From an optimization exercise on the open Yosys and OpenROAD flow, aimed at small area, a short achievable clock period and few clock cycles; shortcuts taken in it are not production practice.
Function was not checked in any run shown here: the RTL went through the layout flow alone.
No activity file was given, so power comes from the tool's default toggle rates.

**design.v**
```verilog
`timescale 1ns / 1ps
module full_reciprocal(
input logic clk,
input logic rst,  
input logic start,
output logic ready,
input logic [15:0] input0,
output logic [23:0] output0  
);
localparam int FL = 16;           
localparam int XW = FL - 1;       
localparam int KMAX = 1 << (20 - FL);
logic          busy;   
logic          first;  
logic [XW-1:0] x;      
logic [XW:0]   p;      
logic [19:0]   q;      
logic [19:0]   res;    
assign output0 = {4'b0, res};
logic fast;
assign fast = |input0[15:FL-1];
logic [KMAX+1:8] t;    
always_comb begin
	for (int k = 8; k <= KMAX; k++) t[k] = ({4'b0, input0} <= 20'(524288 / k));
	t[KMAX+1] = 1'b0;
end
logic [19:0] fq;
always_comb begin
	fq = '0;
	for (int k = 8; k <= KMAX; k++)
		if (t[k] & ~t[k+1]) fq = fq | 20'(k);
end
logic [XW-1:0] msk;    
logic [XW-1:0] msb;    
always_comb begin
	msk[XW-1] = x[XW-1];
	for (int i = XW-2; i >= 0; i--) msk[i] = msk[i+1] | x[i];
	msb = x & ~(msk >> 1);
end
logic [XW-1:0] r1;
assign r1 = (-x) & msk;
logic [XW+1:0] diff;
logic          qb;
logic [XW-1:0] r;
assign diff = {1'b0, p} - {2'b0, x};
assign qb   = ~diff[XW+1];
assign r    = qb ? diff[XW-1:0] : p[XW-1:0];
logic        pow2;
logic [19:0] xrev;
always_ff @(posedge clk) pow2 <= (x & (x - 1'b1)) == '0;
always_comb begin
	xrev = '0;
	for (int i = 0; i < XW; i++) xrev[19-i] = x[i];
end
logic done;
assign done = busy & ~first & q[19];
always_ff @(posedge clk) begin
	if (!busy)
		x <= input0[XW-1:0];
	if (first) begin
		p <= {r1, 1'b0};
		q <= {{(18-XW){1'b0}}, msb, 2'b01};
	end else begin
		p <= {r, 1'b0};
		q <= {q[18:0], qb};
	end
	if (!rst) begin
		if (done)
			res <= pow2 ? xrev : {q[18:0], qb};
		else if (!busy && start && fast)
			res <= fq;
	end
	if (rst) begin
		busy  <= 1'b0;
		first <= 1'b0;
		ready <= 1'b0;
	end else begin
		busy  <= busy ? ~done : start & ~fast;
		first <= ~busy & start & ~fast;
		ready <= done | (~busy & start & fast);
	end
end
endmodule
```
**config.mk**
```make
export PLATFORM = sky130hd
export DESIGN_NAME = full_reciprocal
export DESIGN_NICKNAME = full_reciprocal
export VERILOG_FILES = /design/flow/design.v
export SDC_FILE = /design/flow/constraint.sdc
export NUM_CORES = 4
export LEC_CHECK = 0
export CAP_MARGIN = 20
export CORE_MARGIN = 2
export CORE_UTILIZATION = 40
export SETUP_SLACK_MARGIN = 5
export SLEW_MARGIN = 20
```
**run.sh**
```bash
#!/bin/bash
# synth_recipe.tcl (not shown) runs the flow's synth.tcl, then flattens the netlist and writes it again
# the make line also repeats each setting of config.mk as NAME=value (left out here)
make -C /OpenROAD-flow-scripts/flow DESIGN_CONFIG=/design/flow/config.mk WORK_HOME=/design/flow/orfs CLKGATE_MAP_FILE= SYNTH_SCRIPT=/design/flow/synth_recipe.tcl finish
```
**constraint.sdc**
```tcl
create_clock -name core_clock -period 8.0 [get_ports {clk}]
set_input_delay 1.6000 -clock core_clock [delete_from_list [all_inputs] [get_ports {clk}]]
set_output_delay 1.6000 -clock core_clock [all_outputs]
set_load 0.01 [all_outputs]
```
==> run_results.csv, run 1 <==
group,metric,value,unit
clocking,cts_num_sinks,74,
logic_synthesis,synthTopCellsByArea,"edfxtp_1 (23%), dfxtp_1 (17%), mux2i_1 (5.8%)",
logic_synthesis,synthMostInstantiatedCell,"nor2_1",
grt,grt_pass1_vias,3666,
timing,slew_headroom,0.295,
worst_setup_path,cp-end-kind,"flip-flop",
run,maxCapViolations,0,
grt,gr-total-overflow,0,
logic_synthesis,synth_commonest_cells,"nor2_1 (46), dfxtp_1 (39), inv_1 (37), a21oi_1 (36), edfxtp_1 (35)",
clocking,clk_path_buf_depth,2,
logic_synthesis,synthFlopType,"dfxtp_1",
pwr,p_leak,0.00196,uW
clocking,root_buffer,"clkbuf_8",
timing,fin_hold_ws,457,ps
min_path,min_path_cells,2,
routing,routed_wl,11500,um
timing,worst_pin_slew,1060,ps
cells_and_area,area_growth,16.2,%
worst_setup_path,max_stage_delay,400,ps
routing,drc_errors,0,
logic_synthesis,yosys_register_bits,74,
logic_synthesis,synth_cell_type_count,65,
worst_setup_path,path_cells,"buf_8 > or3_4 > nor4_4 > nand4_1 > o41ai_4 > o22ai_1 > o32a_1",
worst_setup_path,reg2reg_to,"res[0]",
clocking,cts_tree,"yes",
logic_synthesis,seq_area_frac_synth,0.409,
routing,postRouteAntennaNets,0,
logic_synthesis,synth_area_per_cell,8.87,um2
timing,fin_crit,3170,ps
outcome,status,"no timing/DRC/antenna violations",
grt,track_usage,0.195,
placed_design,gp_congestion,0.845,
floorplanning,die_y,110,um
pwr,peakVddDrop,0.000195,V
floorplanning,die_w,110,um
logic_synthesis,ys.warnings.count,1,
floorplanning,initial_utilization,0.411,
placed_design,hpwl,8330,um
clocking,cts_buffers,9,
routing,drt_iter0_markers,274,
logic_synthesis,syn_inst,505,
worst_setup_path,worst_ep_required_time,8110,ps
timing,grt_setup_unrepaired,"true",
worst_setup_path,path_buf_inv,1,
pwr,power-per-cell-area,281,mW/mm2
timing,clock.fmax,0.316,GHz
clocking,h-tree-depth,3,
timing,setup_violations,0,
cells_and_area,fin_cells,676,
min_path,worstHoldStart,"q[12]",
routing,drt_first_pass_iters,4,
clocking,clkLatencyLatePin,360,ps
placed_design,portBuffers,39,
worst_setup_path,path_max_fanout,5,
floorplanning,rows,38,
worst_setup_path,slowest_stage,"or3_4",
timing,finClkSkew,15.8,ps
logic_synthesis,yosysTopAreaCell,"edfxtp_1",
placed_design,placed_cells,650,
routing,wl_per_cell,16.9,um
worst_setup_path,rr_worst_depth,9,
floorplanning,die_area,0.0121,mm2
timing,min_period_over_period,0.396,
timing,slew_violations,0,
logic_synthesis,synthesis.area,0.00448,mm2
placed_design,pre_cts_slack,3930,ps
worst_setup_path,timing.rr.start,"x[11]",
routing,via_per_inst,5.69,
logic_synthesis,synth_edf_count,35,
logic_synthesis,netlist.area_leader.share,0.235,
routing,dr_total_vias,3846,
cells_and_area,nets,568,
timing,hold_viol,0,
cells_and_area,fill_cells,1064,
worst_setup_path,ff2ff_setup_slack,5130,ps
grt,grt_start_max_net_pins,64,
cells_and_area,antennaDiodeCount,0,
worst_setup_path,path_delay_family,"compound AO/OA/AOI/OAI gates",
grt,antenna_found_initial,0,
logic_synthesis,synthArstFlopShare,0,
timing,worst_slack,4830,ps
pwr,power.total,1460,uW
worst_setup_path,start_kind,"input port",
floorplanning,ios,44,
cells_and_area,drive_gt1_frac,0.118,
worst_setup_path,worstPathArrival,3270,ps
worst_setup_path,crit_type,"in -> reg",
timing,fin_tns_setup,0,ps
clocking,clk_pin_slew,90,ps
floorplanning,core,0.0109,mm2
min_path,hold_class,"reg -> reg",
grt,grt_pass1_wl,18000,um
min_path,min_to,"q[13]",
-- through the flow --
stage | util | cell area [um2]
floorplan | - | 4510
global placement | 0.451 | 4910
detailed placement | 0.451 | 4910
CTS | 0.475 | 5170
global route | 0.478 | 5200
finish | 0.478 | 5200
-- routing by layer --
metal,GRT usage,part of all wire,up-vias
li1,-,-,1886
met1,0.255,0.46,1847
met2,0.328,0.48,100
met3,0.0296,0.044,13
met4,0.0642,0.013,0
met5,0,0,-
-- worst max-delay path by stage --
stage,startpoint,to,slack (ps),cells after the start
final,input0[5],res[0],4830,7
after global routing,input0[5],res[0],4770,7
after CTS,input0[6],res[0],4640,7
after detailed placement,input0[6],res[2],3930,7
after global placement,input0[6],res[2],4000,7
after floorplan,input0[4],res[2],4710,6
-- where the power goes --
group / internal (uW) / switching, uW / total (uW)
clock network: 150 / 159 / 309
logic: 276 / 333 / 609
registers: 486 / 56.5 / 543
-- state kept, by name, indices dropped and copies added (netlist names) --
name   count
res       20
p         15
first      1
x         15
ready      1
q         20
busy       1
pow2       1
-- cell type report --
type	count	area, um2	share of cell area
Multi-Input combinational cell	360	2440	0.469
Clock buffer	9	124	0.0238
Timing Repair Buffer	49	412	0.0791
Tap cell	140	175	0.0337
Sequential cell	74	1830	0.352
Inverter	37	139	0.0267
Clock inverter	7	82.6	0.0159
-- worst min-delay path, cell delays in order, from the launching register on --
cell and delay [ps]:
dfxtp_1 320, inv_1 40, o21ai_0 60
-- cell usage in the layout, fill, tap and decap left out, types with 3 or more instances in the layout --
cell type	netlist	layout
nor2b_1	10	10
inv_6	0	3
o2111ai_1	3	3
nand4_1	7	7
o211ai_1	5	5
clkdlybuf4s50_1	0	23
a21o_1	3	3
buf_2	2	3
ha_1	17	17
buf_4	4	10
nor2_1	46	45
o21bai_1	3	3
edfxtp_1	35	35
nand2_1	33	33
o21ai_0	18	16
and2_1	3	3
conb_1	1	4
nand3_1	20	20
nor4_1	4	3
xnor2_1	8	8
a21oi_1	36	33
nand3b_1	4	4
nor3_1	23	23
o22ai_1	8	8
and3_1	5	5
dfxtp_1	39	38
mux2i_1	26	26
o31ai_1	6	4
a211oi_1	6	6
clkbuf_8	0	9
clkbuf_2	0	10
o31a_1	3	3
xor2_1	3	3
o21a_1	5	5
nand2b_1	5	5
inv_1	37	37
a22oi_1	4	4
o311ai_0	3	3
or3_1	3	3
-- cell families after synthesis --
group,synth area share
simple gates,0.186
compound gates,0.193
buf+inv,0.0701
flops,0.409
mux,0.0631
fa+ha+maj,0.0564
xor+xnor,0.0215
other cells,0.000837
-- timing repair --
item                       CTS  global route
cloned                       1             0
pin swaps                    7             8
setup endpoints to repair   28            24
gates resized for setup     42            37
hold buffers                 0             0
setup buffers                4             5
==> run 2, diff against run 1 <==
==> flow/run.sh (new file) <==
#!/bin/bash
set -euo pipefail
MARGIN=$(cat flow/margin.txt)
bash standard.sh SETUP_SLACK_MARGIN=$MARGIN finish > standard_flow.log 2>&1
==> flow/margin.txt (new file) <==
5.5
==> standard.sh (new file) <==
#!/bin/bash
# synth_recipe.tcl (not shown) runs the flow's synth.tcl, then flattens the netlist and writes it again
# the make line also repeats each setting of config.mk as NAME=value (left out here)
make -C /OpenROAD-flow-scripts/flow DESIGN_CONFIG=/design/flow/config.mk WORK_HOME=/design/flow/orfs CLKGATE_MAP_FILE= SYNTH_SCRIPT=/design/flow/synth_recipe.tcl "${@:-finish}"
--- a/config.mk
+++ b/config.mk
@@ -9,4 +9,3 @@
 export CORE_MARGIN = 2
 export CORE_UTILIZATION = 40
-export SETUP_SLACK_MARGIN = 5
 export SLEW_MARGIN = 20
removed: run.sh
==> run_results.csv, run 2 <==
group,metric,value,unit
grt,gr-total-overflow,0,
worst_setup_path,path_delay_family,"simple AND/OR/NAND/NOR gates",
timing,clock.fmax,0.307,GHz
routing,via_per_inst,5.77,
worst_setup_path,rr_worst_depth,10,
logic_synthesis,muxShareOfSynthArea,0.0631,
clocking,h-tree-depth,3,
worst_setup_path,ff2ff_setup_slack,5460,ps
pwr,pwr-share-seq,0.324,
outcome,status,"no timing/DRC/antenna violations",
routing,wl_per_cell,17.4,um
worst_setup_path,worstPathArrival,3370,ps
logic_synthesis,synth_adder_area_share,0.0564,
logic_synthesis,syn_inst,505,
logic_synthesis,yosys_register_bits,74,
min_path,min_path_cells,2,
logic_synthesis,synth_commonest_cells,"nor2_1 (46), dfxtp_1 (39), inv_1 (37), a21oi_1 (36), edfxtp_1 (35)",
logic_synthesis,netlist.area_leader.share,0.235,
clocking,root_buffer,"clkbuf_8",
pwr,p_sw,632,uW
cells_and_area,antennaDiodeCount,0,
timing,fin_hold_ws,462,ps
worst_setup_path,path_cells,"buf_8 > or3_4 > nor4_4 > nand4_1 > o41ai_4 > o22ai_1 > o32a_1",
logic_synthesis,synthTopCellsByArea,"edfxtp_1 (23%), dfxtp_1 (17%), mux2i_1 (5.8%)",
floorplanning,die_area,0.0121,mm2
logic_synthesis,synth_top_family_by_area,"compound AO/OA/AOI/OAI gates",
pwr,intPower,1040,uW
timing,hold_viol,0,
logic_synthesis,synth_edf_count,35,
floorplanning,ios,44,
timing,min_period_over_period,0.408,
logic_synthesis,yosys.area_share.simple,0.186,
timing,setup_violations,0,
clocking,cts_tree,"yes",
worst_setup_path,cp.depth,7,
clocking,clk_pin_slew,90,ps
timing,fin_tns_setup,0,ps
logic_synthesis,synthMostInstantiatedCell,"nor2_1",
pwr,power.share.switching,0.378,
logic_synthesis,synth_cell_type_count,65,
logic_synthesis,synth_compound_area_frac,0.193,
logic_synthesis,synthFlopType,"dfxtp_1",
clocking,cts_num_sinks,74,
floorplanning,die_w,110,um
worst_setup_path,path_max_fanout,3,
logic_synthesis,yosysTopAreaCell,"edfxtp_1",
logic_synthesis,ys.warnings.count,1,
timing,slew_violations,0,
min_path,hold_class,"reg -> reg",
worst_setup_path,max_stage_delay,400,ps
grt,track_usage,0.209,
grt,grt_pass1_wl,19200,um
timing,worst_pin_slew,988,ps
run,maxCapViolations,0,
clocking,clk_path_buf_depth,2,
clocking,holdBufCountCts,0,
worst_setup_path,crit_type,"in -> reg",
logic_synthesis,seq_area_frac_synth,0.409,
routing,dr_total_vias,4108,
worst_setup_path,worst_ep_required_time,8110,ps
cells_and_area,final_cell_mix,"nor2_1 (44), dfxtp_1 (38), edfxtp_1 (35)",
placed_design,gp_congestion,0.845,
floorplanning,core,0.0109,mm2
clocking,cts_buffers,9,
placed_design,hpwl,8240,um
logic_synthesis,synth_area_per_cell,8.87,um2
routing,drt_iter0_markers,268,
worst_setup_path,cp-end-kind,"flip-flop",
cells_and_area,area_growth,26.3,%
placed_design,portBuffers,39,
worst_setup_path,path_buf_inv,1,
cells_and_area,top_regs,"q (20), res (20)",
cells_and_area,final_util,0.519,
worst_setup_path,slowest_stage,"or3_4",
pwr,p_leak,0.00220,uW
cells_and_area,nets,604,
timing,grt_setup_unrepaired,"true",
pwr,p_comb_frac,0.490,
floorplanning,die_y,110,um
logic_synthesis,synthesis.area,0.00448,mm2
logic_synthesis,synthXorXnorAreaFrac,0.0215,
cells_and_area,final_common_cell,"nor2_1",
pwr,pwr-share-clk,0.186,
logic_synthesis,synthArstFlopShare,0,
cells_and_area,drive_gt1_frac,0.253,
routing,routed_wl,12400,um
worst_setup_path,start_kind,"input port",
pwr,peakVddDrop,0.000195,V
floorplanning,rows,38,
routing,drt_first_pass_iters,5,
clocking,clkLatencyLatePin,350,ps
grt,grt_pass1_vias,3809,
pwr,power-per-cell-area,295,mW/mm2
floorplanning,initial_utilization,0.411,
routing,postRouteAntennaNets,0,
timing,fin_crit,3260,ps
timing,slew_headroom,0.340,
grt,antenna_found_initial,0,
cells_and_area,fin_cells,712,
routing,drc_errors,0,
grt,grt_start_max_net_pins,64,
timing,finClkSkew,14.2,ps
placed_design,placed_cells,650,
==> run 2: cell count changes in the layout (fill, tap and decap cells not counted), sizes merged <==
cell           delta
buf              +54
clkbuf            -5
dlygate4sd2       +3
clkdlybuf4s18     +1
clkdlybuf4s15     +4
clkdlybuf4s50    -22
a31o              +1
==> run 2: cell type report <==
class / count / area [um2]
clock buffers: 9 / 124
repair buffers: 84 / 678
clock inverters: 7 / 85.1
flip-flops and latches: 74 / 1840
well taps: 140 / 175
inverters: 37 / 139
multi-input cells: 361 / 2620
fillers: 1012 / 5230
==> run 2: final timing paths <==
kind | endpoint | startpoint
max reg2reg | p[2] | x[0]
max | res[0] | input0[6]
min reg2reg | q[7] | q[6]
min | q[7] | q[6]
==> run 2: power by group through the flow <==
stage               logic, uW  registers, uW  clock network (uW)
finish                    818            541                 310
global route              898            550                 328
CTS                       695            538                 315
detailed placement        593            552                   0
global placement          580            551                   0
floorplan                 494            527                   0
==> run 2: tightest hold or removal path, delay by kind of cell (launching register included) <==
family                 cells  cell delay [ps]
AO/OA/AOI/OAI              1               50
buffers and inverters      1               50
flip-flops                 1              320
==> run 2: cell families (layout without fill, tap and decap cells) <==
kind of cell	Yosys count	after routing
DFF	74	74
other	1	4
and+or+nand+nor	170	170
AOI/OAI and AO/OA	126	128
adders and majority gates	20	20
xor gates and xnor gates	11	11
buffers and inverters	75	137
muxes	28	28
==> run 2: timing repair <==
action | in CTS | in global routing
setup buffers | 32 | 12
endpoints found under the setup margin | 64 | 41
gates resized for setup | 150 | 56
pin swaps | 14 | 15
gates cloned | 2 | 0
endpoints found under the hold margin | 0 | 0
==> run 2: routing by layer <==
layer | GRT usage | vias to the layer above | wire length, um
li1 | - | 1959 | -
met1 | 0.282 | 1977 | 5550
met4 | 0.0732 | 0 | 329
met2 | 0.335 | 144 | 5910
met3 | 0.0403 | 28 | 585
met5 | 0 | - | 0
==> run 2: per-stage QoR <==
stage | area, um2 | worst slack, ps | total power [uW]
finish | 5650 | 4740 | 1670
detailed placement | 4920 | 3930 | 1140
global placement | 4920 | 4000 | 1130
floorplan | 4550 | 4710 | 1020
global route | 5650 | 4610 | 1780
CTS | 5390 | 4710 | 1550
==> run 3, diff against run 2 <==
==> design.v (replaced) <==
`timescale 1ns / 1ps
module full_reciprocal(
input logic clk,
input logic rst,  
input logic start,
output logic ready,
input logic [15:0] input0,
output logic [23:0] output0  
);
localparam int FL = 16;           
localparam int XW = FL - 1;       
localparam int KMAX = 1 << (20 - FL);
logic          busy;   
logic          first;  
logic [15:0]   x;      
logic [XW:0]   p;      
logic [19:0]   q;      
logic [19:0]   res;    
assign output0 = {4'b0, res};
logic fast;
assign fast = |x[15:FL-1];
logic [KMAX+1:8] t;    
always_comb begin
	for (int k = 8; k <= KMAX; k++) t[k] = ({4'b0, x} <= 20'(524288 / k));
	t[KMAX+1] = 1'b0;
end
logic [19:0] fq;
always_comb begin
	fq = '0;
	for (int k = 8; k <= KMAX; k++)
		if (t[k] & ~t[k+1]) fq = fq | 20'(k);
end
logic [XW-1:0] xs;     
logic [XW-1:0] msk;    
logic [XW-1:0] msb;    
assign xs = x[XW-1:0];
always_comb begin
	msk[XW-1] = xs[XW-1];
	for (int i = XW-2; i >= 0; i--) msk[i] = msk[i+1] | xs[i];
	msb = xs & ~(msk >> 1);
end
logic [XW-1:0] r1;
assign r1 = (-xs) & msk;
logic [XW+1:0] diff;
logic          qb;
logic [XW-1:0] r;
assign diff = {1'b0, p} - {2'b0, xs};
assign qb   = ~diff[XW+1];
assign r    = qb ? diff[XW-1:0] : p[XW-1:0];
logic        pow2;
logic [19:0] xrev;
always_ff @(posedge clk) pow2 <= (xs & (xs - 1'b1)) == '0;
always_comb begin
	xrev = '0;
	for (int i = 0; i < XW; i++) xrev[19-i] = xs[i];
end
logic fdone, sdone;
assign fdone = first & fast;
assign sdone = busy & ~first & q[19];
always_ff @(posedge clk) begin
	if (!busy)
		x <= input0;
	if (first) begin
		p <= {r1, 1'b0};
		q <= {{(18-XW){1'b0}}, msb, 2'b01};
	end else begin
		p <= {r, 1'b0};
		q <= {q[18:0], qb};
	end
	if (!rst) begin
		if (sdone)
			res <= pow2 ? xrev : {q[18:0], qb};
		else if (fdone)
			res <= fq;
	end
	if (rst) begin
		busy  <= 1'b0;
		first <= 1'b0;
		ready <= 1'b0;
	end else begin
		busy  <= busy ? ~(fdone | sdone) : start;
		first <= ~busy & start;
		ready <= fdone | sdone;
	end
end
endmodule
==> run_results.csv, run 3 <==
group,metric,value,unit
logic_synthesis,synthesis.area,0.00462,mm2
routing,wl_per_cell,18.8,um
worst_setup_path,max_stage_delay,370,ps
floorplanning,die_w,111,um
routing,via_per_inst,5.88,
run,maxCapViolations,0,
worst_setup_path,worst_ep_required_time,6400,ps
timing,grt_setup_unrepaired,"false",
floorplanning,ios,44,
placed_design,gp_congestion,0.913,
grt,grt_start_max_net_pins,37,
logic_synthesis,synth_area_per_cell,9.25,um2
routing,dr_total_vias,4110,
grt,gr-total-overflow,0,
cells_and_area,final_common_cell,"nor2_1",
worst_setup_path,worstSetupStartpoint,"res[6]",
cells_and_area,final_cell_mix,"nor2_1 (44), nand2_1 (39), dfxtp_1 (39)",
clocking,cts_tree,"yes",
worst_setup_path,cp-end-kind,"primary output",
worst_setup_path,start_kind,"flip-flop",
logic_synthesis,synthArstFlopShare,0,
timing,worst_slack,5540,ps
grt,track_usage,0.215,
logic_synthesis,synthFlopType,"dfxtp_1",
cells_and_area,nets,589,
worst_setup_path,path_buf_inv,1,
timing,worst_pin_slew,972,ps
placed_design,portBuffers,39,
floorplanning,die_y,111,um
routing,drc_errors,0,
timing,clock.fmax,0.407,GHz
cells_and_area,final_util,0.487,
worst_setup_path,reg2reg_to,"p[12]",
clocking,root_buffer,"clkbuf_16",
grt,grt_pass1_vias,4036,
timing,slew_headroom,0.350,
timing,fin_hold_ws,453,ps
logic_synthesis,ys.warnings.count,1,
worst_setup_path,path_delay_family,"flip-flops",
routing,postRouteAntennaNets,0,
clocking,clk_path_buf_depth,2,
logic_synthesis,netlist.area_leader.share,0.234,
floorplanning,rows,39,
pwr,peakVddDrop,0.000236,V
pwr,p_leak,0.00200,uW
routing,routed_wl,13100,um
clocking,cts_num_sinks,75,
clocking,h-tree-depth,3,
routing,drt_iter0_markers,444,
timing,slew_violations,0,
worst_setup_path,timing.rr.start,"x[2]",
worst_setup_path,path_max_fanout,1,
worst_setup_path,rr_worst_depth,9,
timing,finClkSkew,13.5,ps
min_path,hold_class,"reg -> reg",
cells_and_area,top_regs,"q (20), res (20), x (16)",
timing,fin_crit,2460,ps
logic_synthesis,syn_inst,499,
timing,hold_viol,0,
placed_design,place_area,0.00498,mm2
floorplanning,die_area,0.0124,mm2
worst_setup_path,slowest_stage,"edfxtp_1",
grt,antenna_found_initial,0,
worst_setup_path,ff2ff_setup_slack,5580,ps
worst_setup_path,crit_type,"reg -> out",
floorplanning,core,0.0113,mm2
placed_design,pre_cts_slack,4990,ps
outcome,status,"no timing/DRC/antenna violations",
cells_and_area,antennaDiodeCount,0,
clocking,clkLatencyLatePin,340,ps
pwr,power-per-cell-area,307,mW/mm2
clocking,cts_buffers,9,
routing,drt_first_pass_iters,5,
placed_design,hpwl,8670,um
floorplanning,initial_utilization,0.408,
cells_and_area,area_growth,19.5,%
logic_synthesis,synth_commonest_cells,"nor2_1 (47), dfxtp_1 (39), nand2_1 (39), edfxtp_1 (36), a21oi_1 (32)",
worst_setup_path,worstPathArrival,860,ps
clocking,holdBufCountCts,0,
logic_synthesis,synth_cell_type_count,79,
logic_synthesis,synthTopCellsByArea,"edfxtp_1 (23%), dfxtp_1 (17%), mux2i_1 (5.2%)",
cells_and_area,design_area,0.00552,mm2
logic_synthesis,seq_area_frac_synth,0.403,
worst_setup_path,path_cells,"buf_2",
clocking,clk_pin_slew,70,ps
worst_setup_path,cp.depth,1,
timing,setup_violations,0,
grt,grt_pass1_wl,21400,um
logic_synthesis,yosys_register_bits,75,
logic_synthesis,yosysTopAreaCell,"edfxtp_1",
logic_synthesis,synthMostInstantiatedCell,"nor2_1",
worst_setup_path,crit_path_end,"output0[6]",
timing,fin_tns_setup,0,ps
timing,min_period_over_period,0.307,
cells_and_area,drive_gt1_frac,0.200,
logic_synthesis,synth_edf_count,36,
## run 3: logic make-up after synthesis
group,Yosys count,synth area share
AOI/OAI and AO/OA,138,0.210
xor gates and xnor gates,10,0.0190
adders and majority gates,19,0.0531
buffers and inverters,65,0.0786
DFF,75,0.403
muxes,25,0.0553
other,1,0.000812
and+or+nand+nor,166,0.180
## run 3: layout make-up
| cell class | count | area [um2] |
|---|---|---|
| clock buffer | 9 | 225 |
| clock inverter | 7 | 82.6 |
| fill | 1060 | 5800 |
| inverter | 29 | 109 |
| multi-input combinational | 364 | 2490 |
| sequential | 75 | 1860 |
| tap | 143 | 179 |
| timing repair buffer | 72 | 564 |
## run 3: power breakdown
group | leakage (uW) | internal [uW] | switching, uW
clock | 0.000145 | 247 | 173
combinational | 0.00118 | 339 | 410
sequential | 0.000673 | 479 | 46.1
total | 0.00200 | 1070 | 629
## run 3: metal layers
metal | vias to the layer above | track usage | part of all wire
met3 | 36 | 0.0425 | 0.079
met2 | 213 | 0.336 | 0.44
met1 | 1916 | 0.287 | 0.44
met4 | 0 | 0.101 | 0.038
met5 | - | 0 | 0
li1 | 1945 | - | -
## run 3: repair_timing
item                                    CTS  global route
resized for setup                        85            24
buffers inserted                         26             4
gates cloned                              2             0
pin swaps                                 2             3
endpoints found under the setup margin   60            27
## run 3: worst min path at each step
stage                     start    end  slack [ps]  cells past startpoint
after floorplan           q[14]  q[15]         430                      2
after global placement     q[9]  q[10]         440                      1
after detailed placement   q[9]  q[10]         450                      1
after CTS                  q[8]   q[9]         460                      2
after global routing       q[1]   q[2]         480                      1
final                      q[8]   q[9]         450                      2
## run 3: stage by stage
step | total power, uW | instances
floorplan | 1040 | 502
global placement | 1170 | 651
detailed placement | 1170 | 651
CTS | 1660 | 695
global route | 1800 | 699
finish | 1690 | 699
==> run 4, diff against run 3 <==
==> flow/margin.txt (replaced) <==
5.8
==> run_results.csv, run 4 <==
group,metric,value,unit
outcome,status,"no timing/DRC/antenna violations",
logic_synthesis,synthMostInstantiatedCell,"nor2_1",
worst_setup_path,max_stage_delay,360,ps
timing,clock.fmax,0.410,GHz
placed_design,gp_congestion,0.957,
logic_synthesis,yosys_register_bits,75,
grt,grt_pass1_wl,21800,um
min_path,worstHoldStart,"q[7]",
logic_synthesis,synthTopCellsByArea,"edfxtp_1 (23%), dfxtp_1 (17%), mux2i_1 (5.2%)",
cells_and_area,final_cell_mix,"buf_4 (49), nor2_1 (42), dfxtp_1 (39)",
cells_and_area,drive_gt1_frac,0.339,
timing,slew_violations,0,
timing,fin_hold_ws,454,ps
floorplanning,core,0.0113,mm2
routing,routed_wl,14300,um
worst_setup_path,timing.rr.start,"x[2]",
timing,fin_tns_setup,0,ps
cells_and_area,antennaDiodeCount,0,
routing,drt_iter0_markers,420,
logic_synthesis,synthesis.area,0.00462,mm2
cells_and_area,top_regs,"q (20), res (20), x (16)",
worst_setup_path,path_buf_inv,1,
logic_synthesis,synth_edf_count,36,
clocking,root_buffer,"clkbuf_16",
logic_synthesis,ys.warnings.count,1,
worst_setup_path,rr_worst_depth,8,
routing,via_per_inst,5.99,
worst_setup_path,cp-end-kind,"primary output",
floorplanning,ios,44,
floorplanning,die_area,0.0124,mm2
floorplanning,die_w,111,um
timing,worst_pin_slew,934,ps
clocking,clk_pin_slew,60,ps
placed_design,portBuffers,39,
run,maxCapViolations,0,
logic_synthesis,synth_area_per_cell,9.25,um2
logic_synthesis,synthXorXnorAreaFrac,0.0190,
clocking,clk_path_buf_depth,2,
routing,postRouteAntennaNets,0,
grt,gr-total-overflow,0,
logic_synthesis,synth_commonest_cells,"nor2_1 (47), dfxtp_1 (39), nand2_1 (39), edfxtp_1 (36), a21oi_1 (32)",
worst_setup_path,path_delay_family,"flip-flops",
timing,hold_viol,0,
logic_synthesis,synthFlopType,"dfxtp_1",
pwr,p_leak,0.00219,uW
clocking,cts_num_sinks,75,
pwr,peakVddDrop,0.000228,V
floorplanning,rows,39,
placed_design,hpwl,8820,um
clocking,cts_tree,"yes",
floorplanning,die_y,111,um
cells_and_area,area_growth,33.8,%
grt,track_usage,0.221,
routing,drc_errors,0,
logic_synthesis,synth_compound_area_frac,0.210,
logic_synthesis,yosys.area_share.simple,0.180,
grt,antenna_found_initial,0,
clocking,clkLatencyLatePin,340,ps
worst_setup_path,ff2ff_setup_slack,5640,ps
pwr,power-per-cell-area,314,mW/mm2
routing,dr_total_vias,4334,
min_path,min_path_cells,1,
min_path,hold_class,"reg -> reg",
timing,setup_violations,0,
worst_setup_path,worst_ep_required_time,6400,ps
floorplanning,initial_utilization,0.408,
cells_and_area,final_common_cell,"buf_4",
worst_setup_path,reg2reg_to,"res[0]",
worst_setup_path,worstPathArrival,840,ps
grt,grt_start_max_net_pins,37,
logic_synthesis,synthArstFlopShare,0,
logic_synthesis,muxShareOfSynthArea,0.0553,
worst_setup_path,start_kind,"flip-flop",
timing,finClkSkew,7.35,ps
clocking,h-tree-depth,3,
logic_synthesis,syn_inst,499,
logic_synthesis,synth_adder_area_share,0.0531,
worst_setup_path,path_max_fanout,1,
worst_setup_path,path_cells,"buf_2",
cells_and_area,final_util,0.546,
worst_setup_path,slowest_stage,"edfxtp_1",
timing,grt_setup_unrepaired,"true",
min_path,min_to,"q[8]",
logic_synthesis,seq_area_frac_synth,0.403,
clocking,cts_buffers,9,
logic_synthesis,yosysTopAreaCell,"edfxtp_1",
routing,wl_per_cell,19.7,um
logic_synthesis,netlist.area_leader.share,0.234,
cells_and_area,nets,614,
grt,grt_pass1_vias,4089,
timing,fin_crit,2440,ps
logic_synthesis,synth_cell_type_count,79,
logic_synthesis,synth_top_family_by_area,"compound AO/OA/AOI/OAI gates",
timing,slew_headroom,0.377,
worst_setup_path,crit_type,"reg -> out",
timing,min_period_over_period,0.305,
routing,drt_first_pass_iters,6,
[run 4: changes by cell type in the layout (fill, tap and decap cells not counted), moves of 4 or more]
cell,change
nand2_1,-4
buf_4,+19
ha_4,+10
a21oi_1,-9
ha_1,-7
inv_1,-8
a21oi_2,+8
buf_6,+5
inv_2,+7
[run 4: repair_timing]
item / 4_1_cts / 5_1_grt
buffers inserted: 37 / 19
cloned: 2 / 0
endpoints found under the setup margin: 64 / 63
pin swaps: 14 / 30
hold buffers: 0 / 0
resized for setup: 123 / 59
endpoints found under the hold margin: 0 / 0
[run 4: how the worst max path moves through the flow]
stage                     startpoint           to  slack [ps]  cells past startpoint
after CTS                    res[13]  output0[13]        5550                      1
after global routing          res[2]   output0[2]        5510                      1
after detailed placement         rst      res[13]        5000                      2
final                        res[13]  output0[13]        5560                      1
after floorplan                  rst       res[0]        5650                      1
after global placement           rst      res[12]        5030                      2
[run 4: area by class of cell]
type	count	area, um2
well taps	143	179
clock inverters	6	46.3
inverters	29	111
clock buffers	10	250
flip-flops and latches	75	1860
fillers	1003	5140
multi-input cells	363	2920
repair buffers	98	810
[run 4: kinds of logic after synthesis]
group	after synthesis
other cells	1
flops	75
xor+xnor	10
buf+inv	65
fa+ha+maj	19
simple gates	166
mux	25
compound gates	138
[run 4: power breakdown]
part / internal, uW / switching, uW / total, uW
logic: 508 / 492 / 1000
clock network: 231 / 172 / 402
registers: 480 / 60.5 / 540
total: 1220 / 724 / 1940
[run 4: per-layer routing]
metal,part of all wire,vias to the layer above,global-route usage,routed length [um]
met1,0.41,2038,0.290,5920
li1,-,1980,-,-
met5,0,-,0,0
met2,0.46,250,0.362,6600
met4,0.046,0,0.0840,652
met3,0.077,66,0.0419,1100
[run 4: metrics by stage]
step / worst slack, ps / instances / cell area (um2) / total power [uW]
after global routing: 5510 / 724 / 6180 / 2050
after global placement: 5030 / 650 / 5060 / 1220
after detailed placement: 5000 / 650 / 5060 / 1220
after CTS: 5550 / 705 / 5730 / 1800
final: 5560 / 724 / 6180 / 1940
after floorplan: 5650 / 502 / 4760 / 1090
==> run 5, diff against run 4 <==
==> flow/margin.txt (replaced) <==
5.4
==> run_results.csv, run 5 <==
group,metric,value,unit
worst_setup_path,path_buf_inv,1,
pwr,power-per-cell-area,300,mW/mm2
timing,fin_tns_setup,0,ps
cells_and_area,top_regs,"q (20), res (20), x (16)",
clocking,clk_path_buf_depth,2,
routing,postRouteAntennaNets,0,
grt,grt_pass1_vias,3905,
logic_synthesis,synth_cell_type_count,79,
cells_and_area,area_growth,18.9,%
grt,grt_use_met3,0.0474,
logic_synthesis,synthMostInstantiatedCell,"nor2_1",
worst_setup_path,path_delay_family,"flip-flops",
routing,dr_total_vias,4090,
floorplanning,die_w,111,um
pwr,pwr-share-clk,0.249,
routing,drt_iter0_markers,350,
floorplanning,die_area,0.0124,mm2
routing,drt_first_pass_iters,6,
logic_synthesis,synthesis.area,0.00462,mm2
logic_synthesis,synth_commonest_cells,"nor2_1 (47), dfxtp_1 (39), nand2_1 (39), edfxtp_1 (36), a21oi_1 (32)",
grt,track_usage,0.207,
pwr,peakVddDrop,0.000161,V
clocking,h-tree-depth,3,
logic_synthesis,syn_inst,499,
worst_setup_path,worstPathArrival,970,ps
pwr,pwr-share-seq,0.319,
timing,slew_headroom,0.388,
routing,via_per_inst,5.90,
grt,globalRouteMet2Util,0.320,
worst_setup_path,path_max_fanout,1,
routing,wl_per_cell,18.3,um
clocking,clkLatencyLatePin,340,ps
pwr,p_sw,607,uW
clocking,holdBufCountCts,0,
outcome,status,"no timing/DRC/antenna violations",
timing,fin_crit,2570,ps
timing,worst_pin_slew,917,ps
routing,routed_wl,12700,um
grt,grt_pass1_wl,20500,um
timing,hold_viol,0,
timing,finClkSkew,14.1,ps
grt,grt.busiest_layer,"met2",
logic_synthesis,synthArstFlopShare,0,
clocking,cts_buffers,9,
floorplanning,ios,44,
timing,min_period_over_period,0.322,
clocking,root_buffer,"clkbuf_16",
pwr,p_leak,0.00198,uW
worst_setup_path,start_kind,"flip-flop",
cells_and_area,final_common_cell,"nor2_1",
grt,grt_start_max_net_pins,37,
pwr,power.share.switching,0.368,
grt,met1_usage,0.273,
worst_setup_path,worst_ep_required_time,6400,ps
pwr,intPower,1040,uW
worst_setup_path,cp-end-kind,"primary output",
routing,drc_errors,0,
logic_synthesis,yosys_register_bits,75,
timing,setup_violations,0,
min_path,hold_class,"reg -> reg",
floorplanning,core,0.0113,mm2
logic_synthesis,netlist.area_leader.share,0.234,
logic_synthesis,ys.warnings.count,1,
logic_synthesis,synthFlopType,"dfxtp_1",
logic_synthesis,synth_edf_count,36,
grt,antenna_found_initial,0,
logic_synthesis,seq_area_frac_synth,0.403,
floorplanning,rows,39,
timing,clock.fmax,0.389,GHz
placed_design,hpwl,8520,um
worst_setup_path,path_cells,"dlygate4sd2_1",
placed_design,gp_congestion,0.920,
pwr,p_comb_frac,0.432,
worst_setup_path,crit_type,"reg -> out",
timing,worst_slack,5430,ps
floorplanning,die_y,111,um
clocking,cts_num_sinks,75,
placed_design,pre_cts_slack,4530,ps
logic_synthesis,synthTopCellsByArea,"edfxtp_1 (23%), dfxtp_1 (17%), mux2i_1 (5.2%)",
cells_and_area,antennaDiodeCount,0,
clocking,clk_pin_slew,60,ps
cells_and_area,nets,583,
clocking,cts_tree,"yes",
logic_synthesis,synth_area_per_cell,9.25,um2
cells_and_area,final_cell_mix,"nor2_1 (47), nand2_1 (39), dfxtp_1 (39)",
run,maxCapViolations,0,
cells_and_area,drive_gt1_frac,0.129,
logic_synthesis,yosysTopAreaCell,"edfxtp_1",
worst_setup_path,slowest_stage,"edfxtp_1",
placed_design,portBuffers,39,
timing,slew_violations,0,
grt,gr-total-overflow,0,
timing,grt_setup_unrepaired,"true",
worst_setup_path,max_stage_delay,350,ps
floorplanning,initial_utilization,0.408,
-- run 5: cell counts after synthesis --
Identical to the previous run, type by type.
-- run 5: path summary, 6_finish.rpt --
kind / startpoint / cells after the start / slack, ps / endpoint
worst max-delay path: res[9] / 1 / 5430 / output0[9]
worst min-delay path: q[9] / 1 / 450 / q[10]
worst max register to register: x[9] / 9 / 5490 / res[0]
worst min register to register: q[9] / 1 / 450 / q[10]
-- run 5: cells by family (layout without fill, tap and decap cells) --
kind of cell    count (synthesis)  after routing  share of synthesized area
fa+ha+maj                      19             19                     0.0531
buf+inv                        65            112                     0.0786
xor+xnor                       10             10                     0.0190
flops                          75             75                      0.403
simple gates                  166            166                      0.180
mux                            25             25                     0.0553
other cells                     1              4                   0.000812
compound gates                138            139                      0.210
-- run 5: power by group through the flow --
stage	combinational [uW]	clock, uW	sequential [uW]
floorplan	525	0	519
global placement	616	0	553
detailed placement	627	0	553
CTS	695	416	525
global route	782	433	532
finish	711	411	526
-- run 5: area by class of cell --
class	instances	area [um2]
inverters	29	113
clock inverters	7	75.1
fillers	1078	5830
multi-input cells	363	2440
well taps	143	179
clock buffers	9	225
flip-flops and latches	75	1860
repair buffers	66	597
repair inverters	1	5.00
-- run 5: what timing repair did --
| action | CTS | global route |
|---|---|---|
| setup buffers | 18 | 7 |
| resized for setup | 28 | 13 |
| endpoints found under the setup margin | 61 | 25 |
| pin swaps | 2 | 2 |
| cloned | 1 | 1 |
-- run 5: per-layer routing --
| layer | routed length (um) | vias up |
|---|---|---|
| met1 | 5500 | 1908 |
| li1 | - | 1929 |
| met3 | 1140 | 35 |
| met4 | 476 | 0 |
| met5 | 0 | - |
| met2 | 5600 | 218 |
-- run 5: through the flow --
| step | util | std cells | cell area (um2) | total power, uW | hold WS [ps] |
|---|---|---|---|---|---|
| 2_1_floorplan | - | 502 | 4630 | 1040 | 428 |
| 3_3_place_gp | 0.438 | 650 | 4960 | 1170 | 441 |
| 3_5_place_dp | 0.438 | 650 | 4960 | 1180 | 444 |
| 4_1_cts | 0.479 | 685 | 5420 | 1640 | 456 |
| 5_1_grt | 0.485 | 693 | 5490 | 1750 | 471 |
| 6_report | 0.485 | 693 | 5490 | 1650 | 454 |
==> run 6, diff against run 5 <==
==> flow/margin.txt (replaced) <==
5.5
--- a/config.mk
+++ b/config.mk
@@ -6,4 +6,5 @@
 export NUM_CORES = 4
 export LEC_CHECK = 0
+export ABC_AREA = 1
 export CAP_MARGIN = 20
 export CORE_MARGIN = 2
==> run_results.csv, run 6 <==
group,metric,value,unit
timing,fin_tns_setup,0,ps
logic_synthesis,synthXorXnorAreaFrac,0.0158,
logic_synthesis,synthFlopType,"dfxtp_1",
placed_design,hpwl,10900,um
cells_and_area,design_area,0.00592,mm2
worst_setup_path,slowest_stage,"clkdlybuf4s50_1",
logic_synthesis,synth_cell_type_count,42,
floorplanning,die_y,116,um
cells_and_area,area_growth,18.7,%
run,maxCapViolations,0,
timing,min_period_over_period,0.308,
logic_synthesis,muxShareOfSynthArea,0.00226,
timing,fin_crit,2470,ps
routing,dr_total_vias,4926,
min_path,hold_class,"reg -> reg",
logic_synthesis,synthMostInstantiatedCell,"nand2_1",
placed_design,pre_cts_slack,5000,ps
logic_synthesis,synth_area_per_cell,6.90,um2
routing,wl_per_cell,15.7,um
cells_and_area,antennaDiodeCount,0,
logic_synthesis,yosysTopAreaCell,"edfxtp_1",
worst_setup_path,crit_type,"in -> reg",
worst_setup_path,cp-end-kind,"flip-flop",
worst_setup_path,max_stage_delay,580,ps
timing,slew_headroom,0.409,
routing,postRouteAntennaNets,0,
logic_synthesis,synth_commonest_cells,"nand2_1 (209), nor2_1 (102), inv_1 (96), o21ai_0 (48)",
worst_setup_path,worstPathArrival,2520,ps
floorplanning,die_area,0.0134,mm2
outcome,status,"no timing/DRC/antenna violations",
logic_synthesis,synth_edf_count,36,
logic_synthesis,synth_top_family_by_area,"simple AND/OR/NAND/NOR gates",
timing,worst_slack,5530,ps
routing,drt_iter0_markers,415,
cells_and_area,final_cell_mix,"nand2_1 (209), nor2_1 (101), inv_1 (94)",
floorplanning,core,0.0121,mm2
logic_synthesis,yosys_register_bits,75,
clocking,root_buffer,"clkbuf_16",
cells_and_area,drive_gt1_frac,0.137,
worst_setup_path,worst_ep_required_time,8060,ps
routing,routed_wl,15000,um
routing,drt_first_pass_iters,5,
clocking,clk_pin_slew,60,ps
clocking,h-tree-depth,3,
clocking,cts_buffers,9,
placed_design,gp_congestion,0.942,
timing,finClkSkew,7.05,ps
worst_setup_path,path_cells,"clkdlybuf4s50_1 > nor2_4 > buf_12",
worst_setup_path,start_kind,"input port",
clocking,cts_num_sinks,75,
cells_and_area,top_regs,"q (20), res (20), x (16)",
placed_design,place_area,0.00540,mm2
timing,slew_violations,0,
pwr,p_leak,0.00271,uW
timing,setup_violations,0,
logic_synthesis,synthTopCellsByArea,"edfxtp_1 (22%), nand2_1 (16%), dfxtp_1 (16%)",
floorplanning,initial_utilization,0.412,
pwr,peakVddDrop,0.000102,V
timing,clock.fmax,0.405,GHz
placed_design,portBuffers,39,
floorplanning,die_w,116,um
clocking,clkLatencyLatePin,340,ps
logic_synthesis,seq_area_frac_synth,0.373,
grt,track_usage,0.230,
logic_synthesis,syn_inst,723,
floorplanning,ios,44,
timing,hold_viol,0,
logic_synthesis,synthesis.area,0.00499,mm2
clocking,cts_tree,"yes",
cells_and_area,final_common_cell,"nand2_1",
logic_synthesis,ys.warnings.count,1,
routing,via_per_inst,5.16,
pwr,power-per-cell-area,276,mW/mm2
cells_and_area,fill_cells,1248,
timing,grt_setup_unrepaired,"false",
logic_synthesis,synth_adder_area_share,0.0492,
logic_synthesis,netlist.area_leader.share,0.217,
worst_setup_path,ff2ff_setup_slack,5580,ps
grt,gr-total-overflow,0,
grt,grt_pass1_wl,23700,um
logic_synthesis,synth_compound_area_frac,0.111,
grt,grt_start_max_net_pins,42,
cells_and_area,nets,819,
routing,drc_errors,0,
timing,worst_pin_slew,885,ps
logic_synthesis,synthArstFlopShare,0,
grt,antenna_found_initial,0,
worst_setup_path,path_max_fanout,10,
logic_synthesis,yosys.area_share.simple,0.330,
grt,grt_pass1_vias,4539,
floorplanning,rows,40,
clocking,clk_path_buf_depth,2,
-- run 6: through the flow --
step                      power, uW  cells  hold slack, ps  utilization
after CTS                      1610    930             423        0.472
after floorplan                1050    726             403            -
after global placement         1160    905             407        0.446
after global routing           1750    954             446        0.489
after detailed placement       1170    905             414        0.446
final                          1640    954             422        0.489
-- run 6: logic make-up (layout without fill, tap and decap cells) --
kind of cell / Yosys count / count (layout)
AO/OA/AOI/OAI: 96 / 96
XOR/XNOR: 9 / 9
adder cells (fa/ha/maj): 19 / 19
buffers and inverters: 130 / 189
flip-flops: 75 / 75
multiplexers: 1 / 1
other: 1 / 4
AND/OR/NAND/NOR: 392 / 393
-- run 6: timing repair --
action | CTS | global route
cloned | 1 | 0
setup endpoints to repair | 56 | 39
gates resized for setup | 83 | 8
pin swaps | 1 | 3
hold buffers | 0 | 0
buffers inserted | 8 | 24
-- run 6: final cells by class --
class	count	area [um2]	area share
inverters	101	383	0.0647
clock buffers	11	254	0.0429
repair buffers	72	558	0.0942
clock inverters	5	58.8	0.00993
flip-flops and latches	75	1860	0.314
well taps	168	210	0.0355
multi-input cells	522	2600	0.438
-- run 6: worst paths after layout --
check | startpoint | to | depth (start not counted)
max | rst | res[14] | 3
max reg2reg | x[1] | res[1] | 12
min | q[16] | q[17] | 2
min reg2reg | q[16] | q[17] | 2
-- run 6: worst max-delay path: cells and delay by family --
family	cells	cell delay [ps]
buf+inv	2	720
simple gates	1	200
-- run 6: layer usage --
metal / wire length (um) / GRT usage / up-vias
li1: - / - / 2410
met1: 6830 / 0.320 / 2289
met2: 6840 / 0.365 / 205
met3: 963 / 0.0377 / 22
met4: 336 / 0.0778 / 0
met5: 0 / 0 / -
-- run 6: power by group --
group | internal [uW] | switching, uW | total (uW)
sequential | 479 | 46.6 | 526
clock | 261 | 165 | 426
combinational | 260 | 424 | 684
total | 1000 | 636 | 1640
==> run 7, diff against run 6 <==
--- a/config.mk
+++ b/config.mk
@@ -6,7 +6,7 @@
 export NUM_CORES = 4
 export LEC_CHECK = 0
-export ABC_AREA = 1
 export CAP_MARGIN = 20
 export CORE_MARGIN = 2
 export CORE_UTILIZATION = 40
+export CTS_BUF_LIST = sky130_fd_sc_hd__clkbuf_8
 export SLEW_MARGIN = 20
==> run_results.csv, run 7 <==
group,metric,value,unit
routing,routed_wl,13000,um
timing,fin_crit,2490,ps
clocking,root_buffer,"clkbuf_8",
worst_setup_path,path_delay_family,"flip-flops",
floorplanning,die_w,111,um
routing,drc_errors,0,
clocking,cts_tree,"yes",
clocking,h-tree-depth,3,
worst_setup_path,timing.rr.start,"x[11]",
grt,met1_usage,0.287,
logic_synthesis,synthMostInstantiatedCell,"nor2_1",
cells_and_area,nets,590,
worst_setup_path,max_stage_delay,380,ps
logic_synthesis,synth_commonest_cells,"nor2_1 (47), dfxtp_1 (39), nand2_1 (39), edfxtp_1 (36), a21oi_1 (32)",
timing,grt_setup_unrepaired,"true",
clocking,cts_num_sinks,75,
floorplanning,core,0.0113,mm2
cells_and_area,area_growth,17.7,%
clocking,holdBufCountCts,0,
floorplanning,die_area,0.0124,mm2
pwr,pwr-share-clk,0.196,
grt,grt_use_met3,0.0441,
clocking,clk_pin_slew,100,ps
worst_setup_path,path_max_fanout,1,
logic_synthesis,synthesis.area,0.00462,mm2
clocking,cts_buffers,9,
grt,grt_start_max_net_pins,37,
cells_and_area,final_cell_mix,"nor2_1 (44), nand2_1 (39), dfxtp_1 (39)",
min_path,worstHoldStart,"q[8]",
worst_setup_path,slowest_stage,"edfxtp_1",
logic_synthesis,yosysTopAreaCell,"edfxtp_1",
pwr,intPower,969,uW
worst_setup_path,path_buf_inv,1,
cells_and_area,antennaDiodeCount,0,
grt,grt_pass1_wl,21300,um
timing,min_period_over_period,0.311,
routing,postRouteAntennaNets,0,
routing,drt_iter0_markers,469,
timing,clock.fmax,0.402,GHz
worst_setup_path,worstPathArrival,890,ps
worst_setup_path,worst_ep_required_time,6400,ps
pwr,peakVddDrop,0.000171,V
routing,drt_first_pass_iters,5,
placed_design,hpwl,8670,um
timing,worst_pin_slew,973,ps
logic_synthesis,synth_cell_type_count,79,
routing,wl_per_cell,18.5,um
pwr,power.share.switching,0.388,
floorplanning,initial_utilization,0.408,
pwr,power.total,1580,uW
cells_and_area,top_regs,"q (20), res (20), x (16)",
timing,finClkSkew,17.7,ps
timing,fin_tns_setup,0,ps
logic_synthesis,seq_area_frac_synth,0.403,
logic_synthesis,syn_inst,499,
min_path,hold_class,"reg -> reg",
cells_and_area,fill_cells,1079,
routing,dr_total_vias,4090,
logic_synthesis,synthArstFlopShare,0,
timing,slew_violations,0,
floorplanning,die_y,111,um
clocking,clkLatencyLatePin,360,ps
pwr,p_sw,615,uW
logic_synthesis,synthFlopType,"dfxtp_1",
logic_synthesis,synth_area_per_cell,9.25,um2
floorplanning,rows,39,
grt,globalRouteMet2Util,0.332,
routing,via_per_inst,5.84,
outcome,status,"no timing/DRC/antenna violations",
run,maxCapViolations,0,
cells_and_area,final_common_cell,"nor2_1",
clocking,clk_path_buf_depth,2,
logic_synthesis,synthTopCellsByArea,"edfxtp_1 (23%), dfxtp_1 (17%), mux2i_1 (5.2%)",
grt,grt.busiest_layer,"met2",
grt,gr-total-overflow,0,
timing,hold_viol,0,
worst_setup_path,cp-end-kind,"primary output",
logic_synthesis,synth_edf_count,36,
pwr,power-per-cell-area,292,mW/mm2
logic_synthesis,ys.warnings.count,1,
floorplanning,ios,44,
cells_and_area,drive_gt1_frac,0.197,
pwr,p_comb_frac,0.474,
pwr,pwr-share-seq,0.331,
timing,slew_headroom,0.350,
logic_synthesis,netlist.area_leader.share,0.234,
pwr,p_leak,0.00196,uW
logic_synthesis,yosys_register_bits,75,
placed_design,portBuffers,39,
placed_design,gp_congestion,0.913,
worst_setup_path,path_cells,"buf_2",
grt,track_usage,0.214,
worst_setup_path,crit_type,"reg -> out",
worst_setup_path,start_kind,"flip-flop",
timing,setup_violations,0,
grt,grt_pass1_vias,4053,
worst_setup_path,worstSetupStartpoint,"res[6]",
grt,antenna_found_initial,0,
-- run 7: kinds of logic (layout without fill, tap and decap cells) --
family / Yosys count / count (layout) / synth area share
and+or+nand+nor: 166 / 166 / 0.180
AOI/OAI and AO/OA: 138 / 140 / 0.210
DFF: 75 / 75 / 0.403
buffers and inverters: 65 / 118 / 0.0786
muxes: 25 / 25 / 0.0553
adders and majority gates: 19 / 19 / 0.0531
xor gates and xnor gates: 10 / 10 / 0.0190
other: 1 / 4 / 0.000812
-- run 7: layout make-up --
| type | count | area, um2 | area share |
|---|---|---|---|
| Inverter | 29 | 109 | 0.0200 |
| Clock inverter | 7 | 82.6 | 0.0152 |
| Sequential cell | 75 | 1860 | 0.343 |
| Multi-Input combinational cell | 364 | 2500 | 0.461 |
| Timing Repair Buffer | 73 | 573 | 0.105 |
| Clock buffer | 9 | 124 | 0.0228 |
| Tap cell | 143 | 179 | 0.0329 |
-- run 7: power groups by stage --
stage	combinational, uW	sequential, uW	clock [uW]
6_report	750	524	310
2_1_floorplan	525	519	0
3_3_place_gp	616	551	0
3_5_place_dp	622	552	0
4_1_cts	700	522	313
5_1_grt	834	531	329
-- run 7: stage by stage --
step,instance area [um2],util,setup slack (ps),hold slack (ps),instances
after global placement,4980,0.440,5020,439,651
after CTS,5310,0.469,5490,456,693
final,5430,0.480,5510,455,700
after global routing,5430,0.480,5470,486,700
after detailed placement,4980,0.440,4990,446,651
after floorplan,4640,-,5530,428,502
-- run 7: path summary, 6_finish.rpt --
check	cells after the start	endpoint	slack (ps)
max	1	output0[6]	5510
min	2	q[9]	460
max reg2reg	9	p[2]	5580
min reg2reg	2	q[9]	460
-- run 7: metal layers --
metal | vias to the layer above | share of wire
met5 | - | 0
met4 | 0 | 0.045
met3 | 45 | 0.087
met2 | 199 | 0.44
met1 | 1898 | 0.43
li1 | 1948 | -
-- run 7: what timing repair did --
action	in CTS	in global routing
buffers inserted	24	7
resized for setup	87	21
gates cloned	2	0
pin swaps	2	4
endpoints found under the setup margin	60	28
==> run 8, diff against run 7 <==
--- a/config.mk
+++ b/config.mk
@@ -9,4 +9,5 @@
 export CORE_MARGIN = 2
 export CORE_UTILIZATION = 40
-export CTS_BUF_LIST = sky130_fd_sc_hd__clkbuf_8
+export CTS_CLUSTER_DIAMETER = 300
+export CTS_CLUSTER_SIZE = 100
 export SLEW_MARGIN = 20
==> run_results.csv, run 8 <==
group,metric,value,unit
cells_and_area,top_regs,"q (20), res (20), x (16)",
timing,fin_hold_ws,453,ps
logic_synthesis,synthArstFlopShare,0,
floorplanning,initial_utilization,0.408,
routing,postRouteAntennaNets,0,
pwr,power.total,1690,uW
worst_setup_path,worstPathArrival,860,ps
outcome,status,"no timing/DRC/antenna violations",
timing,min_period_over_period,0.307,
pwr,p_leak,0.00200,uW
cells_and_area,area_growth,19.5,%
floorplanning,die_area,0.0124,mm2
grt,grt_pass1_vias,4036,
worst_setup_path,slowest_stage,"edfxtp_1",
clocking,clk_path_buf_depth,2,
cells_and_area,antennaDiodeCount,0,
worst_setup_path,worst_ep_required_time,6400,ps
timing,hold_viol,0,
grt,antenna_found_initial,0,
clocking,cts_tree,"yes",
cells_and_area,nets,589,
floorplanning,rows,39,
grt,grt_start_max_net_pins,37,
timing,fin_tns_setup,0,ps
logic_synthesis,synth_edf_count,36,
routing,dr_total_vias,4110,
routing,drt_iter0_markers,444,
timing,finClkSkew,13.5,ps
grt,gr-total-overflow,0,
logic_synthesis,syn_inst,499,
grt,track_usage,0.215,
logic_synthesis,synthMostInstantiatedCell,"nor2_1",
timing,clock.fmax,0.407,GHz
cells_and_area,final_cell_mix,"nor2_1 (44), nand2_1 (39), dfxtp_1 (39)",
placed_design,gp_congestion,0.913,
grt,grt_pass1_wl,21400,um
pwr,power-per-cell-area,307,mW/mm2
logic_synthesis,yosysTopAreaCell,"edfxtp_1",
logic_synthesis,seq_area_frac_synth,0.403,
routing,via_per_inst,5.88,
timing,slew_headroom,0.350,
routing,drt_first_pass_iters,5,
cells_and_area,fill_cells,1060,
logic_synthesis,synthFlopType,"dfxtp_1",
min_path,hold_class,"reg -> reg",
logic_synthesis,yosys_register_bits,75,
floorplanning,die_y,111,um
logic_synthesis,netlist.area_leader.share,0.234,
clocking,cts_buffers,9,
clocking,clkLatencyLatePin,340,ps
logic_synthesis,synth_commonest_cells,"nor2_1 (47), dfxtp_1 (39), nand2_1 (39), edfxtp_1 (36), a21oi_1 (32)",
placed_design,place_area,0.00498,mm2
clocking,cts_num_sinks,75,
cells_and_area,drive_gt1_frac,0.200,
timing,grt_setup_unrepaired,"false",
timing,setup_violations,0,
worst_setup_path,path_buf_inv,1,
cells_and_area,final_common_cell,"nor2_1",
timing,worst_pin_slew,972,ps
logic_synthesis,synth_area_per_cell,9.25,um2
logic_synthesis,synthTopCellsByArea,"edfxtp_1 (23%), dfxtp_1 (17%), mux2i_1 (5.2%)",
worst_setup_path,start_kind,"flip-flop",
worst_setup_path,cp-end-kind,"primary output",
timing,slew_violations,0,
clocking,h-tree-depth,3,
clocking,root_buffer,"clkbuf_16",
worst_setup_path,crit_type,"reg -> out",
placed_design,hpwl,8670,um
cells_and_area,final_util,0.487,
routing,routed_wl,13100,um
clocking,clk_pin_slew,70,ps
timing,fin_crit,2460,ps
worst_setup_path,path_cells,"buf_2",
routing,wl_per_cell,18.8,um
floorplanning,ios,44,
cells_and_area,design_area,0.00552,mm2
logic_synthesis,ys.warnings.count,1,
logic_synthesis,synth_cell_type_count,79,
clocking,holdBufCountCts,0,
run,maxCapViolations,0,
routing,drc_errors,0,
worst_setup_path,path_delay_family,"flip-flops",
worst_setup_path,max_stage_delay,370,ps
placed_design,portBuffers,39,
floorplanning,core,0.0113,mm2
worst_setup_path,path_max_fanout,1,
floorplanning,die_w,111,um
pwr,peakVddDrop,0.000236,V
logic_synthesis,synthesis.area,0.00462,mm2
==> run 8: cell counts after synthesis <==
Identical to the previous run, type by type.
==> run 8: cell type report <==
cell class,count,area [um2],area share
tap,143,179,0.0324
inverter,29,109,0.0197
clock inverter,7,82.6,0.0150
timing repair buffer,72,564,0.102
multi-input combinational,364,2490,0.452
sequential,75,1860,0.337
clock buffer,9,225,0.0408
==> run 8: metal layers <==
layer | vias to the layer above | GRT usage | routed length, um
met3 | 36 | 0.0425 | 1040
met5 | - | 0 | 0
met1 | 1916 | 0.287 | 5780
li1 | 1945 | - | -
met4 | 0 | 0.101 | 496
met2 | 213 | 0.336 | 5820
==> run 8: final timing paths <==
check	startpoint	slack, ps	end	cells after the start
max	res[6]	5540	output0[6]	1
min	q[8]	450	q[9]	2
max reg2reg	x[2]	5580	p[12]	9
min reg2reg	q[8]	450	q[9]	2
==> run 8: stage by stage <==
step | setup slack (ps) | cells
after floorplan | 5530 | 502
after global placement | 5020 | 651
after detailed placement | 4990 | 651
after CTS | 5510 | 695
after global routing | 5470 | 699
final | 5540 | 699
==> run 8: power breakdown <==
group | internal (uW) | switching, uW | total (uW)
Combinational | 339 | 410 | 749
Sequential | 479 | 46.1 | 525
Clock | 247 | 173 | 420
==> run 8: logic make-up after synthesis <==
logic type                 synth area share
AOI/OAI and AO/OA                     0.210
xor gates and xnor gates             0.0190
adders and majority gates            0.0531
buffers and inverters                0.0786
DFF                                   0.403
muxes                                0.0553
other                              0.000812
and+or+nand+nor                       0.180
==> run 8: what timing repair did <==
action | in CTS | in global routing
buffers inserted | 26 | 4
resized for setup | 85 | 24
pin swaps | 2 | 3
endpoints found under the setup margin | 60 | 27
cloned | 2 | 0
==> run 9, diff against run 8 <==
--- a/design.v
+++ b/design.v
@@ -8,5 +8,5 @@
 output logic [23:0] output0  
 );
-localparam int FL = 16;           
+localparam int FL = 15;           
 localparam int XW = FL - 1;       
 localparam int KMAX = 1 << (20 - FL);
--- a/config.mk
+++ b/config.mk
@@ -9,5 +9,3 @@
 export CORE_MARGIN = 2
 export CORE_UTILIZATION = 40
-export CTS_CLUSTER_DIAMETER = 300
-export CTS_CLUSTER_SIZE = 100
 export SLEW_MARGIN = 20
==> run_results.csv, run 9 <==
group,metric,value,unit
placed_design,portBuffers,39,
cells_and_area,final_common_cell,"buf_4",
floorplanning,ios,44,
logic_synthesis,synthesis.area,0.00550,mm2
worst_setup_path,path_max_fanout,7,
grt,grt_pass1_wl,33200,um
grt,antenna_found_initial,0,
grt,grt_pass1_vias,5705,
cells_and_area,design_area,0.00774,mm2
routing,routed_wl,23300,um
logic_synthesis,synth_top_family_by_area,"simple AND/OR/NAND/NOR gates",
floorplanning,die_y,121,um
timing,grt_setup_unrepaired,"true",
logic_synthesis,synth_commonest_cells,"nor2_1 (52), nand2_1 (49), a21oi_1 (38), dfxtp_1 (38), edfxtp_1 (36)",
floorplanning,core,0.0133,mm2
logic_synthesis,synthXorXnorAreaFrac,0.0175,
floorplanning,initial_utilization,0.412,
placed_design,gp_congestion,0.972,
placed_design,place_area,0.00596,mm2
logic_synthesis,synth_adder_area_share,0.0423,
logic_synthesis,netlist.area_leader.share,0.197,
clocking,root_buffer,"clkbuf_16",
logic_synthesis,muxShareOfSynthArea,0.0369,
logic_synthesis,yosys_register_bits,74,
grt,gr-total-overflow,0,
worst_setup_path,worst_ep_required_time,8110,ps
placed_design,hpwl,13900,um
clocking,h-tree-depth,3,
cells_and_area,area_growth,40.8,%
worst_setup_path,cp-end-kind,"flip-flop",
worst_setup_path,start_kind,"flip-flop",
logic_synthesis,seq_area_frac_synth,0.335,
logic_synthesis,synthTopCellsByArea,"edfxtp_1 (20%), dfxtp_1 (14%), ha_1 (3.9%)",
timing,clock.fmax,0.377,GHz
worst_setup_path,worstPathArrival,2760,ps
pwr,peakVddDrop,0.000184,V
timing,finClkSkew,9.76,ps
min_path,hold_class,"reg -> reg",
placed_design,pre_cts_slack,4230,ps
worst_setup_path,ff2ff_setup_slack,5350,ps
logic_synthesis,ys.warnings.count,1,
clocking,clk_path_buf_depth,2,
cells_and_area,nets,790,
floorplanning,rows,42,
timing,worst_slack,5350,ps
pwr,p_leak,0.00279,uW
outcome,status,"no timing/DRC/antenna violations",
logic_synthesis,yosysTopAreaCell,"edfxtp_1",
timing,hold_viol,0,
logic_synthesis,synth_compound_area_frac,0.225,
clocking,clkLatencyLatePin,360,ps
floorplanning,die_w,121,um
routing,drc_errors,0,
timing,worst_pin_slew,997,ps
grt,track_usage,0.300,
routing,drt_first_pass_iters,6,
timing,slew_headroom,0.334,
timing,slew_violations,0,
logic_synthesis,synthFlopType,"dfxtp_1",
logic_synthesis,synthMostInstantiatedCell,"nor2_1",
timing,fin_tns_setup,0,ps
routing,postRouteAntennaNets,0,
timing,min_period_over_period,0.331,
floorplanning,die_area,0.0147,mm2
logic_synthesis,synth_edf_count,36,
clocking,cts_num_sinks,74,
logic_synthesis,synth_area_per_cell,8.44,um2
routing,dr_total_vias,6112,
clocking,cts_tree,"yes",
routing,via_per_inst,6.54,
cells_and_area,drive_gt1_frac,0.323,
worst_setup_path,crit_type,"reg -> reg",
clocking,holdBufCountCts,0,
pwr,power-per-cell-area,239,mW/mm2
clocking,clk_pin_slew,60,ps
cells_and_area,final_util,0.580,
cells_and_area,final_cell_mix,"buf_4 (66), nand2_1 (49), nor2_1 (44)",
cells_and_area,fill_cells,1206,
run,maxCapViolations,0,
timing,fin_crit,2650,ps
logic_synthesis,syn_inst,652,
routing,wl_per_cell,24.9,um
clocking,cts_buffers,9,
grt,grt_start_max_net_pins,47,
logic_synthesis,synth_cell_type_count,83,
logic_synthesis,yosys.area_share.simple,0.266,
cells_and_area,antennaDiodeCount,0,
cells_and_area,top_regs,"q (20), res (20), x (16)",
routing,drt_iter0_markers,991,
timing,setup_violations,0,
logic_synthesis,synthArstFlopShare,0,
run 9: cell count changes after synthesis, moves of 7 or more:
cell	change
a31oi_1	+9
and3_1	+7
buf_2	+24
nand2_1	+10
nand4_1	+7
nor3_1	+16
nor4_1	+8
o21ai_0	+8
run 9: metal layers:
metal	global-route usage	vias to the layer above	share of wire
met1	0.405	2895	0.41
li1	-	2677	-
met3	0.0653	108	0.10
met2	0.465	432	0.43
met5	0	-	0
met4	0.122	0	0.055
run 9: kinds of logic after synthesis:
family | after synthesis
flip-flops | 74
AND/OR/NAND/NOR | 259
XOR/XNOR | 11
adder cells (fa/ha/maj) | 18
buffers and inverters | 88
multiplexers | 20
AO/OA/AOI/OAI | 181
other | 1
run 9: area by class of cell:
class,instances,area (um2),share of cell area
clock buffer,9,225,0.0291
tap,176,220,0.0284
sequential,74,1840,0.238
timing repair buffer,141,1450,0.187
clock inverter,7,85.1,0.0110
multi-input combinational,494,3760,0.486
inverter,33,159,0.0205
run 9: worst max-delay path, cell delays in order, from the launching register on:
cell	delay (ps)
edfxtp_1	440
buf_12	180
buf_8	130
buf_4	130
nand4b_1	160
buf_4	170
a311oi_2	50
a211oi_2	300
nor3_4	70
buf_12	130
a22oi_2	200
o2111ai_2	140
o32a_1	300
run 9: what timing repair did:
action,4_1_cts,5_1_grt
setup endpoints to repair,63,23
setup buffers,48,31
pin swaps,22,24
cloned,4,6
resized for setup,175,61
run 9: per-stage QoR:
step / instances / hold slack, ps / total power [uW]
floorplan: 655 / 428 / 1010
global placement: 829 / 445 / 1140
detailed placement: 829 / 444 / 1160
CTS: 897 / 457 / 1730
global route: 934 / 472 / 1940
finish: 934 / 455 / 1850
run 9: power breakdown:
part | internal (uW) | switching, uW
clock | 247 | 182
combinational | 431 | 465
sequential | 472 | 53.6
run 9: final timing paths:
kind | start | endpoint | depth (start not counted)
worst max-delay path | x[10] | res[0] | 12
worst min-delay path | q[11] | q[12] | 1
worst max register to register | x[10] | res[0] | 12
worst min register to register | q[11] | q[12] | 1

## port drivers added, routing unchanged
In the flow no input, the clock included, has a driving cell. The finished layouts below were timed again as built, in two steps.
Step 1 assumes that a clkbuf_16 drives the clock port and a buf_2 every other input.
Step 2 also shifts input and output timing later by t, the mid clock arrival at the registers, as if the neighbouring blocks saw the same clock.
a / b / c = ideal / step 1 / step 2; a / b = the first two.
run	shift t [ns]	slack for setup (ns)	worst hold slack (ns)	cell pins on the clock port's net
run 1	0.382	4.835 / 4.830 / 4.448	0.457 / 0.457 / 0.457	1
run 2	0.383	4.739 / 4.738 / 4.356	0.462 / 0.462 / 0.462	1
run 3	0.376	5.542 / 5.501 / 5.547	0.453 / 0.453 / 0.453	1
run 4	0.376	5.559 / 5.519 / 5.527	0.454 / 0.454 / 0.454	1
run 5	0.376	5.428 / 5.387 / 5.124	0.454 / 0.454 / 0.454	1
run 6	0.371	5.533 / 5.496 / 5.175	0.422 / 0.422 / 0.422	1
run 7	0.392	5.510 / 5.473 / 5.163	0.455 / 0.455 / 0.455	1
run 8	0.376	5.542 / 5.501 / 5.547	0.453 / 0.453 / 0.453	1
run 9	0.398	5.349 / 5.349 / 5.157	0.455 / 0.455 / 0.455	1
After both steps every run listed still meets setup and hold. For run 1, which loses most, drivers alone change the setup slack by -0.005 ns; drivers and shift together by -0.387 ns.
